This is an optimization exercise on Yosys and OpenROAD, whose aim is small area, a short achievable clock period and few clock cycles per item, not a production implementation.

==> inputs of raven <==
// collision
module collision(clk, rst, data_in_x, data_in_y, data_in_z, collision_detect, done_valid);
  input clk, rst;
  input signed [9:0] data_in_x, data_in_y, data_in_z;
  output reg collision_detect, done_valid;
  localparam [9:0] NEG = 10'h200;
  function lt10(input [9:0] a, input [9:0] b, input pr);
    reg [9:0] aa, bb;
    reg lt, eq, am, bm;
    integer t;
    begin
      aa = {~a[9], a[8:0]};
      bb = {~b[9], b[8:0]};
      lt = 1'b0; eq = 1'b1;
      for (t = 9; t >= 0; t = t - 1) begin
        lt = lt | (eq & ~aa[t] & bb[t]);
        eq = eq & ~(aa[t] ^ bb[t]);
      end
      am = pr & (a == 10'h200);
      bm = pr & (b == 10'h200);
      lt10 = ~am & (bm | lt);
    end
  endfunction
  function [9:0] sub10(input [9:0] a, input [9:0] b);
    reg [9:0] gg, pp, bb;
    integer t, d;
    begin
      bb = ~b;
      gg = a & bb; pp = a ^ bb;
      gg[0] = gg[0] | pp[0];
      for (d = 1; d < 10; d = d * 2)
        for (t = 9; t >= d; t = t - 1) begin
          gg[t] = gg[t] | (pp[t] & gg[t-d]);
          pp[t] = pp[t] & pp[t-d];
        end
      sub10 = (a ^ bb) ^ {gg[8:0], 1'b1};
    end
  endfunction
  function [11:0] add12(input [11:0] a, input [11:0] b);
    reg [11:0] gg, pp;
    integer t, d;
    begin
      gg = a & b; pp = a ^ b;
      for (d = 1; d < 12; d = d * 2)
        for (t = 11; t >= d; t = t - 1) begin
          gg[t] = gg[t] | (pp[t] & gg[t-d]);
          pp[t] = pp[t] & pp[t-d];
        end
      add12 = (a ^ b) ^ {gg[10:0], 1'b0};
    end
  endfunction
  function [18:0] add19(input [18:0] a, input [18:0] b);
    reg [18:0] gg, pp;
    integer t, d;
    begin
      gg = a & b; pp = a ^ b;
      for (d = 1; d < 19; d = d * 2)
        for (t = 18; t >= d; t = t - 1) begin
          gg[t] = gg[t] | (pp[t] & gg[t-d]);
          pp[t] = pp[t] & pp[t-d];
  ...
==> flow/config.mk <==
export PLATFORM = sky130hd
export DESIGN_NAME = collision
export DESIGN_NICKNAME = collision
export VERILOG_FILES = /design/flow/design.v
export SDC_FILE = /design/flow/constraint.sdc
export NUM_CORES = 4
export LEC_CHECK = 0
export CAP_MARGIN = 20
export CORE_MARGIN = 2
export CORE_UTILIZATION = 40
export SLEW_MARGIN = 20
==> flow/constraint.sdc <==
create_clock -name core_clock -period 10.0 [get_ports {clk}]
set_input_delay 2.0000 -clock core_clock [delete_from_list [all_inputs] [get_ports {clk}]]
set_output_delay 2.0000 -clock core_clock [all_outputs]
set_load 0.01 [all_outputs]
standard.sh (not shown) runs the stock make flow with config.mk's settings and CLKGATE_MAP_FILE= SYNTH_SCRIPT=/design/flow/synth_recipe.tcl, a recipe that flattens the netlist after the stock synthesis.
==> flow/flow/run.sh <==
#!/bin/bash
set -o pipefail
bash standard.sh SETUP_SLACK_MARGIN=6.5 finish > flow_make.log 2>&1
==> umber (differences from raven) <==
--- a/flow/design.v
+++ b/flow/design.v
@@ -222,121 +222,102 @@
   wire [9:0] s1b = ({10{scm[0]}} & f[29:20]) | ({10{scm[1]}} & f[9:0])   | ({10{scm[2]}} & f[19:10]);
   wire [9:0] s2a = ({10{scm[0]}} & f[19:10]) | ({10{scm[1]}} & f[29:20]) | ({10{scm[2]}} & f[9:0]);
   wire [9:0] s2b = ({10{scm[0]}} & e[29:20]) | ({10{scm[1]}} & e[9:0])   | ({10{scm[2]}} & e[19:10]);
   reg [9:0] o1a, o1b, o2a, o2b;
   reg [18:0] ks, kc;
   reg v1, v2;
   reg [3:0] n1, n2;
   reg [1:0] c1, c2;
-  localparam [18:0] KB = 19'd350208;
-  wire [18:0] B [0:10];
-  wire [4:0] ng1, ng2;
-  genvar gm, gi;
+  wire [18:0] L0 [0:20];
+  genvar gj, gi;
   generate
-    for (gm = 0; gm < 5; gm = gm + 1) begin : bo
-      wire p2 = o1b[2*gm+1], p1 = o1b[2*gm];
-      wire q2 = o2b[2*gm+1], q1 = o2b[2*gm];
-      wire p0, q0;
-      if (gm == 0) begin : lsb
-        assign p0 = 1'b0; assign q0 = 1'b0;
-      end else begin : mid
-        assign p0 = o1b[2*gm-1]; assign q0 = o2b[2*gm-1];
-      end
-      wire one1 = p1 ^ p0;
-      wire two1 = (p2 & ~p1 & ~p0) | (~p2 & p1 & p0);
-      wire one2 = q1 ^ q0;
-      wire two2 = (q2 & ~q1 & ~q0) | (~q2 & q1 & q0);
-      assign ng1[gm] = p2;
-      assign ng2[gm] = ~q2;
-      wire [10:0] ae = {o1a[9], o1a};
-      wire [10:0] ce = {o2a[9], o2a};
-      wire [10:0] x1, x2;
-      for (gi = 0; gi < 11; gi = gi + 1) begin : bb
-        wire m1, m2;
-        if (gi == 0) begin : b0
-          assign m1 = one1 & ae[0];
-          assign m2 = one2 & ce[0];
-        end else begin : bn
-          assign m1 = (one1 & ae[gi]) | (two1 & ae[gi-1]);
-          assign m2 = (one2 & ce[gi]) | (two2 & ce[gi-1]);
-        end
-        if (gi == 10) begin : top
-          assign x1[gi] = ~(m1 ^ ng1[gm]);
-          assign x2[gi] = ~(m2 ^ ng2[gm]);
-        end else begin : low
-          assign x1[gi] = m1 ^ ng1[gm];
-          assign x2[gi] = m2 ^ ng2[gm];
+    for (gj = 0; gj < 10; gj = gj + 1) begin : pr
+      wire [9:0] t1, t2;
+      for (gi = 0; gi < 10; gi = gi + 1) begin : pb
+        if ((gi == 9) != (gj == 9)) begin : inv
+          assign t1[gi] = ~(o1a[gi] & o1b[gj]);
+          assign t2[gi] = o2a[gi] & o2b[gj];
+        end else begin : pos
+          assign t1[gi] = o1a[gi] & o1b[gj];
+          assign t2[gi] = ~(o2a[gi] & o2b[gj]);
         end
       end
-      wire [28:0] w1 = {18'd0, x1} << (2*gm);
-      wire [28:0] w2 = {18'd0, x2} << (2*gm);
-      if (gm == 0) begin : r0
-        assign B[0] = w1[18:0];
-        assign B[1] = w2[18:0];
-      end else begin : rn
-        wire [28:0] c1_ = {28'd0, ng1[gm-1]} << (2*gm-2);
-        wire [28:0] c2_ = {28'd0, ng2[gm-1]} << (2*gm-2);
-        assign B[2*gm] = w1[18:0] | c1_[18:0];
-        assign B[2*gm+1] = w2[18:0] | c2_[18:0];
-      end
+      wire [28:0] sh1 = {19'd0, t1} << gj;
+      wire [28:0] sh2 = {19'd0, t2} << gj;
+      assign L0[gj] = sh1[18:0];
+      assign L0[10+gj] = sh2[18:0];
     end
   endgenerate
-  assign B[10] = KB | {9'd0, ng1[4] & ng2[4], ng1[4] ^ ng2[4], 8'd0};
-  wire [18:0] L1 [0:7];
-  wire [18:0] L2 [0:5];
-  wire [18:0] L3 [0:3];
-  wire [18:0] L4 [0:2];
-  wire [18:0] L5 [0:1];
+  assign L0[20] = 19'd2047;
+  wire [18:0] L1 [0:13];
+  wire [18:0] L2 [0:9];
+  wire [18:0] L3 [0:6];
+  wire [18:0] L4 [0:4];
+  wire [18:0] L5 [0:3];
+  wire [18:0] L6 [0:2];
+  wire [18:0] L7 [0:1];
   generate
-    for (gi = 0; gi < 3; gi = gi + 1) begin : c1l
-      wire [37:0] x = csa(B[3*gi], B[3*gi+1], B[3*gi+2]);
+    for (gi = 0; gi < 7; gi = gi + 1) begin : c1l
+      wire [37:0] x = csa(L0[3*gi], L0[3*gi+1], L0[3*gi+2]);
       assign L1[2*gi] = x[37:19];
       assign L1[2*gi+1] = {x[17:0], 1'b0};
     end
-    assign L1[6] = B[9];
-    assign L1[7] = B[10];
-    for (gi = 0; gi < 2; gi = gi + 1) begin : c2l
+    for (gi = 0; gi < 4; gi = gi + 1) begin : c2l
       wire [37:0] x = csa(L1[3*gi], L1[3*gi+1], L1[3*gi+2]);
       assign L2[2*gi] = x[37:19];
       assign L2[2*gi+1] = {x[17:0], 1'b0};
     end
-    assign L2[4] = L1[6];
-    assign L2[5] = L1[7];
-    for (gi = 0; gi < 2; gi = gi + 1) begin : c3l
+    assign L2[8] = L1[12];
+    assign L2[9] = L1[13];
+    for (gi = 0; gi < 3; gi = gi + 1) begin : c3l
       wire [37:0] x = csa(L2[3*gi], L2[3*gi+1], L2[3*gi+2]);
       assign L3[2*gi] = x[37:19];
       assign L3[2*gi+1] = {x[17:0], 1'b0};
     end
-    begin : c4l
-      wire [37:0] x = csa(L3[0], L3[1], L3[2]);
-      assign L4[0] = x[37:19];
-      assign L4[1] = {x[17:0], 1'b0};
-      assign L4[2] = L3[3];
+    assign L3[6] = L2[9];
+    for (gi = 0; gi < 2; gi = gi + 1) begin : c4l
+      wire [37:0] x = csa(L3[3*gi], L3[3*gi+1], L3[3*gi+2]);
+      assign L4[2*gi] = x[37:19];
+      assign L4[2*gi+1] = {x[17:0], 1'b0};
     end
+    assign L4[4] = L3[6];
     begin : c5l
       wire [37:0] x = csa(L4[0], L4[1], L4[2]);
       assign L5[0] = x[37:19];
       assign L5[1] = {x[17:0], 1'b0};
+      assign L5[2] = L4[3];
+      assign L5[3] = L4[4];
+    end
+    begin : c6l
+      wire [37:0] x = csa(L5[0], L5[1], L5[2]);
+      assign L6[0] = x[37:19];
+      assign L6[1] = {x[17:0], 1'b0};
+      assign L6[2] = L5[3];
+    end
+    begin : c7l
+      wire [37:0] x = csa(L6[0], L6[1], L6[2]);
+      assign L7[0] = x[37:19];
+      assign L7[1] = {x[17:0], 1'b0};
     end
   endgenerate
   always @(posedge clk) begin
     o1a <= s1a; o1b <= s1b; o2a <= s2a; o2b <= s2b;
     n1 <= n0; c1 <= c0;
-    ks <= L5[0];
-    kc <= L5[1];
+    ks <= L7[0];
+    kc <= L7[1];
     n2 <= n1; c2 <= c1;
   end
   wire [18:0] k = add19(ks, kc);
   wire kz = (k == 19'd0);
   wire kfast = (k[18:16] == 3'b000) || (k[18:16] == 3'b111);
   reg statfin, finished, sepany_r, cdone_r;
   wire sepany = statfin && ((sep_comb & fast_use) != 3'd0);
   wire cross_done = (xcnt == 4'd9) && need_y == 9'd0 && need_z == 9'd0 && !v0 && !v1 && !v2;
-  wire kneg = (sh == 19'h40000);
+  wire kneg = (k == 19'h40000);
   function [9:0] sel3(input [1:0] c, input [29:0] a);
     sel3 = (c == 2'd0) ? a[9:0] : (c == 2'd1) ? a[19:10] : a[29:20];
   endfunction
   wire [2:0] hsel = {shs[sc], bhs[sc], ahs[sc]};
   wire [9:0] xa = (kneg & hsel[0]) ? NEG : sel3(sc, {amx[2], amx[1], amx[0]});
   wire [9:0] xb = (kneg & hsel[1]) ? NEG : sel3(sc, {bmx[2], bmx[1], bmx[0]});
   wire [9:0] xc = (kneg & hsel[2]) ? NEG : sel3(sc, {smx[2], smx[1], smx[0]});
   wire [9:0] na_ = (~kneg & hsel[0]) ? NEG : sel3(sc, {am2[2], am2[1], am2[0]});
@@ -391,25 +372,22 @@
         end
         4'd1: st_s <= 4'd2;                      
         4'd2: st_s <= 4'd3;                      
         4'd3: st_s <= 4'd4;                      
         4'd4: begin                              
           if (kz) begin
             sc <= sc + 2'd1; st_s <= 4'd1;
           end else begin
-            sh <= k; neg <= k[18]; st_s <= 4'd5;
+            sh <= k; neg <= k[18]; st_s <= 4'd7;
+            xr <= xsel;
+            yr <= ysel;
+            acca <= 13'd0; accb <= 13'd0; bc <= 5'd0; seen <= 1'b0; lt <= 1'b0;
           end
         end
-        4'd5: begin                              
-          xr <= xsel;
-          yr <= ysel;
-          acca <= 13'd0; accb <= 13'd0; bc <= 5'd0; seen <= 1'b0; lt <= 1'b0;
-          st_s <= 4'd7;
-        end
         4'd7: begin                              
           acca <= na >> 1;
           accb <= nb >> 1;
           sh <= sh >> 1;
           seen <= seen | sh[0];
           if (na[0] != nb[0]) lt <= (bc == 5'd27) ? na[0] : nb[0];
           bc <= bc + 5'd1;
           if (bc == 5'd27) st_s <= 4'd8;
==> flow/run.sh (new file) <==
#!/bin/bash
# synth_recipe.tcl (not shown) runs the flow's synth.tcl, then flattens the netlist and writes it again
# the make line also repeats each setting of config.mk as NAME=value (left out here)
make -C /OpenROAD-flow-scripts/flow DESIGN_CONFIG=/design/flow/config.mk WORK_HOME=/design/flow/orfs CLKGATE_MAP_FILE= SYNTH_SCRIPT=/design/flow/synth_recipe.tcl finish
Settings changed: SETUP_SLACK_MARGIN set to 5.
removed: flow/flow/run.sh
removed: flow/standard.sh
==> maple (differences from raven) <==
--- a/flow/design.v
+++ b/flow/design.v
@@ -147,27 +147,33 @@
     wire [11:0] t2s = t0s ^ t0c ^ t1s;
     wire [11:0] t2c = {((t0s[10:0] & t0c[10:0]) | (t0s[10:0] & t1s[10:0]) | (t0c[10:0] & t1s[10:0])), 1'b1};
     wire [11:0] t3s = t2s ^ t2c ^ t1c;
     wire [11:0] t3c = {((t2s[10:0] & t2c[10:0]) | (t2s[10:0] & t1c[10:0]) | (t2c[10:0] & t1c[10:0])), 1'b0};
     wire [11:0] dsum = add12(t3s, t3c);
     assign sep_comb[g] = dsum[11];
   end endgenerate
   reg [29:0] ev [0:2], fv [0:2];
+  reg [1:0] ph;
   wire [1:0] dk = idx[1:0];
   wire [29:0] rk = (dk == 2'd1) ? r[1] : (dk == 2'd2) ? r[2] : r[3];
   wire [29:0] dd;
   assign dd[9:0]   = sub10(r0[9:0],   rk[9:0]);
   assign dd[19:10] = sub10(r0[19:10], rk[19:10]);
   assign dd[29:20] = sub10(r0[29:20], rk[29:20]);
   wire ld_ef = stat_on && (idx[2] == 1'b0) && (dk != 2'd0);
   always @(posedge clk) begin
-    if (ld_ef) begin
-      if (!idx[3]) ev[dk-2'd1] <= dd; else fv[dk-2'd1] <= dd;
-    end
+    ev[0] <= (ld_ef && !idx[3]) ? dd : ev[2];
+    ev[1] <= ev[0];
+    ev[2] <= ev[1];
+    fv[0] <= (ld_ef && idx[3]) ? dd : fv[2];
+    fv[1] <= fv[0];
+    fv[2] <= fv[1];
+    if (rst) ph <= 2'd1;
+    else ph <= (ph == 2'd2) ? 2'd0 : ph + 2'd1;
   end
   reg [3:0] xcnt;             
   reg [8:0] need_y, need_z;   
   reg [2:0] fast_use;         
   reg [8:0] big;              
   reg [3:0] st_s;             
   reg [3:0] sn;               
   reg [1:0] sc;               
@@ -197,27 +203,40 @@
         iss = 1'b1; in_n = nz; in_c = 2'd2;
       end
     end
   end
   reg [2:0] sa, sb_, scm;     
   reg v0;
   reg [3:0] n0;
   reg [1:0] c0;
-  always @(posedge clk) begin
+  reg [1:0] am3, bm3;         
+  always @(*) begin
     case (in_n)
-      4'd0, 4'd3, 4'd6: sa <= 3'b001;
-      4'd1, 4'd4, 4'd7: sa <= 3'b010;
-      default:          sa <= 3'b100;
+      4'd0, 4'd3, 4'd6: am3 = 2'd1;
+      4'd1, 4'd4, 4'd7: am3 = 2'd2;
+      default:          am3 = 2'd0;
     endcase
     case (in_n)
-      4'd0, 4'd1, 4'd2: sb_ <= 3'b001;
-      4'd3, 4'd4, 4'd5: sb_ <= 3'b010;
-      default:          sb_ <= 3'b100;
+      4'd0, 4'd1, 4'd2: bm3 = 2'd1;
+      4'd3, 4'd4, 4'd5: bm3 = 2'd2;
+      default:          bm3 = 2'd0;
     endcase
+  end
+  function [2:0] pos3(input [1:0] p, input [1:0] off, input [1:0] m);
+    reg [3:0] t;
+    begin
+      t = {2'd0, p} + {2'd0, off} + 4'd3 - {2'd0, m};
+      t = (t >= 4'd6) ? t - 4'd6 : (t >= 4'd3) ? t - 4'd3 : t;
+      pos3 = (t == 4'd0) ? 3'b001 : (t == 4'd1) ? 3'b010 : 3'b100;
+    end
+  endfunction
+  always @(posedge clk) begin
+    sa <= pos3(ph, 2'd1, am3);
+    sb_ <= pos3(ph, 2'd2, bm3);
     scm <= (in_c == 2'd0) ? 3'b001 : (in_c == 2'd1) ? 3'b010 : 3'b100;
     n0 <= in_n; c0 <= in_c;
   end
   wire [29:0] e = ({30{sa[0]}} & ev[0]) | ({30{sa[1]}} & ev[1]) | ({30{sa[2]}} & ev[2]);
   wire [29:0] f = ({30{sb_[0]}} & fv[0]) | ({30{sb_[1]}} & fv[1]) | ({30{sb_[2]}} & fv[2]);
   wire [9:0] s1a = ({10{scm[0]}} & e[19:10]) | ({10{scm[1]}} & e[29:20]) | ({10{scm[2]}} & e[9:0]);
   wire [9:0] s1b = ({10{scm[0]}} & f[29:20]) | ({10{scm[1]}} & f[9:0])   | ({10{scm[2]}} & f[19:10]);
   wire [9:0] s2a = ({10{scm[0]}} & f[19:10]) | ({10{scm[1]}} & f[29:20]) | ({10{scm[2]}} & f[9:0]);
==> flow/run.sh (new file) <==
#!/bin/bash
# synth_recipe.tcl (not shown) runs the flow's synth.tcl, then flattens the netlist and writes it again
# the make line also repeats each setting of config.mk as NAME=value (left out here)
make -C /OpenROAD-flow-scripts/flow DESIGN_CONFIG=/design/flow/config.mk WORK_HOME=/design/flow/orfs CLKGATE_MAP_FILE= SYNTH_SCRIPT=/design/flow/synth_recipe.tcl finish
Settings changed: SETUP_SLACK_MARGIN set to 5.
removed: flow/flow/run.sh
removed: flow/standard.sh
==> qor summary <==
metric                                                                                                   maple                    umber                    raven
Outcome                                                                                complete, no violations  complete, no violations  complete, no violations
Initial DRC count                                                                                         4006                     3252                     4058
Worst setup path end                                                                                    xr[11]                   xr[10]                   xr[11]
Synth warn                                                                                                  10                        8                        8
Combined area of the multi-input logic cells                                                       26000 sq um              25600 sq um              27000 sq um
Proportion of synthesized chip area in sequential cells                                                  41.2%                    44.2%                    44.2%
Post-synth top flop                                                                                    dfxtp_1                 edfxtp_1                 edfxtp_1
Placed Cells                                                                                              6584                     6261                     6386
WL met1                                                                                               64300 um                 63300 um                 68000 um
Synth cell types                                                                                           101                       93                       82
Clock-pin slew reported for the worst setup and hold paths after clock tree synthesis                    60 ps                    70 ps                    60 ps
Clock network share of area                                                                              5.82%                    6.16%                    5.23%
CP arrival                                                                                             5300 ps                  6210 ps                  4990 ps
Count of cells resized by post-cts repair                                                                   12                       55                      380
Vertical die dimension                                                                                  354 um                   357 um                   356 um
No functional check of the RTL was part of any run of this note.

[what the ideal ports hide]
The results above use ideal ports. As a check the final layouts listed here were re-extracted and re-timed, cells and wires unchanged. Step 1, drivers: a clkbuf_16 drives clk and a buf_2 each remaining input, both assumed. Step 2 adds t to the input delays and takes it off the output delays; t is the mean of the earliest and latest rising clock arrival at the registers after step 1. Input paths then give back, and output paths get back, about the clock's delay inside the block. a / b / c = ideal ports / drivers / drivers and shift; a / b = the first two.
run | t (ns) | setup slack, ns | hold WS [ns] | slew at the worst register clock pin (ns) | cell pins on the clock port's net
raven | 0.754 | 5.411 / 5.411 / 5.411 | 0.301 / 0.301 / 0.301 | 0.08 / 0.08 | 1
umber | 0.778 | 4.204 / 4.204 / 4.204 | 0.315 / 0.315 / 0.315 | 0.07 / 0.07 | 1
maple | 0.751 | 5.108 / 5.108 / 5.108 | 0.319 / 0.319 / 0.319 | 0.07 / 0.07 | 1
After both steps setup and hold are still met in every run listed.
